This is an optimization exercise on Yosys and OpenROAD, whose aim is small area, not a production implementation. Function was checked by simulation only, so behaviour that the tests miss may differ from the original. Power is estimated from default activity; no workload was simulated.

## the baseline
==> flow/design.v <==
module i2c_master #(
 parameter [15:0]  p_DIV = 16'd500
) (
 input                           i_rst_n
,input                           i_local_clk
,input                           i_start
,input         [8:0]             i_req_num
,input         [7:0]             i_device_addr
,input         [7:0]             i_reg_addr
,input         [7:0]             i_wr_data
,output                          o_wr_done
,output        [7:0]             o_rd_data
,output                          o_rd_valid
,output                          o_busy
,output        [7:0]             o_reg_addr
,output        [7:0]             o_ack_erro
,output                          o_erro_valid
,output                          o_scl
,input                           i_sda
,output                          o_sda
);
localparam [1:0] K_SPEC = 2'b00;
localparam [1:0] K_BIT  = 2'b01;
localparam [1:0] K_ACK  = 2'b10;
localparam [1:0] K_STOP = 2'b11;
localparam [1:0] P_DEV  = 2'b00;
localparam [1:0] P_REG  = 2'b01;
localparam [1:0] P_DATA = 2'b10;
localparam [1:0] P_DEVR = 2'b11;
localparam [3:0] S_IDLE   = 4'b0000;
localparam [3:0] S_START  = 4'b0001;
localparam [3:0] S_START2 = 4'b0011;
reg    [3:0]     r_st     ;
reg    [6:0]     r_q      ;
reg    [1:0]     r_p      ;
reg    [2:0]     r_bit    ;
reg    [8:0]     r_cnt    ;
reg    [7:0]     r_rd_data;
reg              r_scl    ;
reg              r_sda    ;
wire   [1:0] w_k = r_st[3:2];
wire   [1:0] w_ph = r_st[1:0];
wire   w_rd    = i_device_addr[0];
wire   w_qend  = (r_q == 7'b1010000);   
wire   w_q0    = (r_q == 7'd0);
wire   w_e499  = w_qend & (r_p == 2'd3);
wire   w_d0    = w_q0 & (r_p == 2'd0);
wire   w_last  = (i_req_num == r_cnt);
wire   w_idle  = (r_st == S_IDLE);
wire   w_dtack = (r_st == {K_ACK, P_DATA});
wire   w_nack  = i_sda & ~((w_ph == P_DATA) & w_rd);
assign o_busy       = ~w_idle;
assign o_scl        = r_scl;
assign o_sda        = r_sda;
assign o_rd_data    = r_rd_data;
assign o_reg_addr   = i_reg_addr + r_cnt[7:0];
assign o_rd_valid   = w_dtack & w_rd & w_d0;
assign o_wr_done    = w_dtack & ~w_rd & w_q0 & (r_p == 2'd3) & ~i_sda;
assign o_erro_valid = w_d0 & (w_k == K_STOP) & ((w_ph != P_DATA) | (~w_rd & i_sda));
assign o_ack_erro   = {4'd0, w_ph == 2'd3, w_ph == 2'd2, w_ph == 2'd1, w_ph == 2'd0};
always @(posedge i_local_clk) begin
	if(w_idle) begin
		r_q <= {6'd0, i_start};
		r_p <= 'd0;
	end else if(w_qend) begin
		r_q <= 'd0;
		r_p <= r_p + 1'b1;
	end else
		r_q <= {r_q[5:0], ~(r_q[6] ^ r_q[5])};
end
always @(posedge i_local_clk or negedge i_rst_n) begin
	if(~i_rst_n)
		r_bit <= 'd0;
	else if((w_k == K_BIT) & w_e499)
		r_bit <= r_bit + 1'b1;
end
always @(posedge i_local_clk) begin
	if(w_idle)
		r_cnt <= 'd0;
	else if(w_dtack & w_d0)
		r_cnt <= r_cnt + 1'b1;
end
always @(posedge i_local_clk) begin
	if(w_e499)
		r_rd_data <= {r_rd_data[6:0], i_sda};
end
reg w_bit;
always @(*) begin
	case(w_ph)
		P_DEV:   w_bit = i_device_addr[~r_bit] & (r_bit != 3'd7);
		P_REG:   w_bit = i_reg_addr[~r_bit];
		P_DATA:  w_bit = i_wr_data[~r_bit] | w_rd;
		default: w_bit = i_device_addr[~r_bit];
	endcase
end
always @(posedge i_local_clk or negedge i_rst_n) begin
	if(~i_rst_n)
		r_sda <= 1'b1;
	else if(r_st == S_START)
		r_sda <= (r_p == 2'd0);
	else if(r_st == S_START2)
		r_sda <= ~r_p[1];
	else if(w_qend) case(r_p)
		2'd0: case(w_k)
			K_BIT:   r_sda <= w_bit;
			K_ACK:   r_sda <= ~((w_ph == P_DATA) & w_rd) | w_last;
			K_STOP:  r_sda <= 1'b0;
			default: r_sda <= 1'b1;
		endcase
		2'd2: if(w_k == K_STOP) r_sda <= 1'b1;
		default: ;
	endcase
end
always @(posedge i_local_clk or negedge i_rst_n) begin
	if(~i_rst_n)
		r_scl <= 1'b1;
	else case(r_st)
		S_IDLE:   r_scl <= 1'b1;
		S_START:  r_scl <= ~r_p[1];
		S_START2: r_scl <= r_p[1] ^ r_p[0];
		default:  r_scl <= r_p[1];
	endcase
end
always @(posedge i_local_clk or negedge i_rst_n) begin
	if(~i_rst_n)
		r_st <= S_IDLE;
	else if(w_idle) begin
		if(i_start) r_st <= S_START;
	end else if(w_e499) case(w_k)
		K_SPEC:  r_st <= (r_st == S_START) ? {K_BIT, P_DEV} : {K_BIT, P_DEVR};
		K_BIT:   if(r_bit == 3'd7) r_st <= {K_ACK, w_ph};
		K_ACK:
			if(w_nack)
				r_st <= {K_STOP, w_ph};
			else case(w_ph)
				P_DEV:   r_st <= {K_BIT, P_REG};
				P_REG:   r_st <= w_rd ? S_START2 : {K_BIT, P_DATA};
				P_DATA:  r_st <= w_last ? {K_STOP, P_DATA} : {K_BIT, P_DATA};
				default: r_st <= {K_BIT, P_DATA};
			endcase
		default: r_st <= S_IDLE;
	endcase
end
endmodule
Settings: LEC_CHECK=0, CAP_MARGIN=20, CORE_MARGIN=2, CORE_UTILIZATION=40, PLACE_DENSITY=0.6, SLEW_MARGIN=20; clock period 5.0 ns.
run.sh (not shown) runs the stock make flow with config.mk's settings and CLKGATE_MAP_FILE= SYNTH_SCRIPT=/design/flow/synth_recipe.tcl, a recipe that flattens the netlist after the stock synthesis.
The following lists how the candidate was set up differently from the baseline:
-- flow/design.v --
<<< the baseline, line 21
);
localparam [1:0] K_SPEC = 2'b00;
localparam [1:0] K_BIT  = 2'b01;
localparam [1:0] K_ACK  = 2'b10;
localparam [1:0] K_STOP = 2'b11;
localparam [1:0] P_DEV  = 2'b00;
localparam [1:0] P_REG  = 2'b01;
localparam [1:0] P_DATA = 2'b10;
localparam [1:0] P_DEVR = 2'b11;
localparam [3:0] S_IDLE   = 4'b0000;
localparam [3:0] S_START  = 4'b0001;
localparam [3:0] S_START2 = 4'b0011;
reg    [3:0]     r_st     ;
reg    [6:0]     r_q      ;
>>> the candidate, line 21
);
localparam [1:0] K_SPEC = 2'b00;
localparam [1:0] K_BIT  = 2'b10;
localparam [1:0] K_ACK  = 2'b01;
localparam [1:0] K_STOP = 2'b11;
localparam [1:0] P_DEV  = 2'b10;
localparam [1:0] P_REG  = 2'b00;
localparam [1:0] P_DATA = 2'b01;
localparam [1:0] P_DEVR = 2'b11;
localparam [3:0] S_IDLE   = {K_SPEC, 2'b00};
localparam [3:0] S_START  = {K_SPEC, 2'b10};
localparam [3:0] S_START2 = {K_SPEC, 2'b11};
reg    [3:0]     r_st     ;
reg    [6:0]     r_q      ;
<<< the baseline, line 54
assign o_sda        = r_sda;
assign o_rd_data    = r_rd_data;
assign o_reg_addr   = i_reg_addr + r_cnt[7:0];
assign o_rd_valid   = w_dtack & w_rd & w_d0;
assign o_wr_done    = w_dtack & ~w_rd & w_q0 & (r_p == 2'd3) & ~i_sda;
assign o_erro_valid = w_d0 & (w_k == K_STOP) & ((w_ph != P_DATA) | (~w_rd & i_sda));
assign o_ack_erro   = {4'd0, w_ph == 2'd3, w_ph == 2'd2, w_ph == 2'd1, w_ph == 2'd0};
always @(posedge i_local_clk) begin
	if(w_idle) begin
>>> the candidate, line 54
assign o_sda        = r_sda;
assign o_rd_data    = r_rd_data;
reg    [7:0] w_ra_c;
integer i;
always @(*) begin
	w_ra_c[0] = 1'b0;
	for(i = 0; i < 7; i = i + 1)
		w_ra_c[i+1] = (i_reg_addr[i] & r_cnt[i]) | ((i_reg_addr[i] ^ r_cnt[i]) & w_ra_c[i]);
end
assign o_reg_addr   = i_reg_addr ^ r_cnt[7:0] ^ w_ra_c;
reg    [8:0] w_cnt_c;
integer j;
always @(*) begin
	w_cnt_c[0] = w_dtack & w_d0;
	for(j = 0; j < 8; j = j + 1)
		w_cnt_c[j+1] = r_cnt[j] & w_cnt_c[j];
end
assign o_rd_valid   = w_dtack & w_rd & w_d0;
assign o_wr_done    = w_dtack & ~w_rd & w_q0 & (r_p == 2'd3) & ~i_sda;
assign o_erro_valid = w_d0 & (w_k == K_STOP) & ((w_ph != P_DATA) | (~w_rd & i_sda));
assign o_ack_erro   = {4'd0, w_ph == P_DEVR, w_ph == P_DATA, w_ph == P_REG, w_ph == P_DEV};
always @(posedge i_local_clk) begin
	if(w_idle) begin
<<< the baseline, line 65
	end else if(w_qend) begin
		r_q <= 'd0;
		r_p <= r_p + 1'b1;
	end else
		r_q <= {r_q[5:0], ~(r_q[6] ^ r_q[5])};
end
always @(posedge i_local_clk or negedge i_rst_n) begin
	if(~i_rst_n)
		r_bit <= 'd0;
	else if((w_k == K_BIT) & w_e499)
		r_bit <= r_bit + 1'b1;
end
always @(posedge i_local_clk) begin
	if(w_idle)
		r_cnt <= 'd0;
	else if(w_dtack & w_d0)
		r_cnt <= r_cnt + 1'b1;
end
always @(posedge i_local_clk) begin
>>> the candidate, line 79
	end else if(w_qend) begin
		r_q <= 'd0;
		r_p <= {r_p[1] ^ r_p[0], ~r_p[0]};
	end else
		r_q <= {r_q[5:0], ~(r_q[6] ^ r_q[5])};
end
always @(posedge i_local_clk) begin
	if(w_k != K_BIT)
		r_bit <= 'd0;
	else if(w_e499)
		r_bit <= {r_bit[2] ^ (r_bit[1] & r_bit[0]), r_bit[1] ^ r_bit[0], ~r_bit[0]};
end
always @(posedge i_local_clk) begin
	if(w_idle)
		r_cnt <= 'd0;
	else
		r_cnt <= r_cnt ^ w_cnt_c;
end
always @(posedge i_local_clk) begin
[summary]
- Each of the runs, namely the baseline and the candidate, reached the end of the flow and came out clean.
- The candidate vs. the baseline: final worst hold slack level, placed instance count moved down.
- Sort the baseline and the candidate by worst voltage drop across the vdd grid desc -> top: the baseline
- The candidate against the baseline: delay contributed by the slowest stage of the critical path lost 0.15 ns, overall power of the completed layout went down, total area of sequential cells saw a decrease, power consumed by combinational cells lost 9.4%.
- Total met3 wirelength after detailed routing on the candidate is up relative to the baseline.
- Lower relative contribution of the clock network to total power goes to the candidate over the baseline.
- [the candidate] utilization after layout rose 1.2 points relative to the baseline
- Of the candidate and the baseline, it is the candidate that has the lower mean routed wirelength per cell.
- NOTE: leakage power in the candidate falls short of that of the baseline
- Wire length: the candidate better than the baseline

re-timing with driven ports:
No port has a modelled driver above. Below, the same layouts with a new extraction and two added sets of constraints.
Step 1 assumes that a clkbuf_16 drives the clock port and a buf_2 every other input.
Step 2 also shifts input and output timing later by t, the mid clock arrival at the registers, as if the neighbouring blocks saw the same clock.
a / b / c = no drivers / after step 1 / after step 2; a / b = the first two.
| run | t, ns | slack for setup (ns) | pins driven straight from the clock port |
|---|---|---|---|
| the baseline | 0.308 | 0.635 / 0.613 / 0.613 | 1 |
| the candidate | 0.306 | 0.059 / 0.021 / 0.021 | 1 |
After both steps setup and hold are still met in every run listed. For the candidate, which loses most, drivers alone change the setup slack by -0.038 ns; drivers and shift together by -0.038 ns.
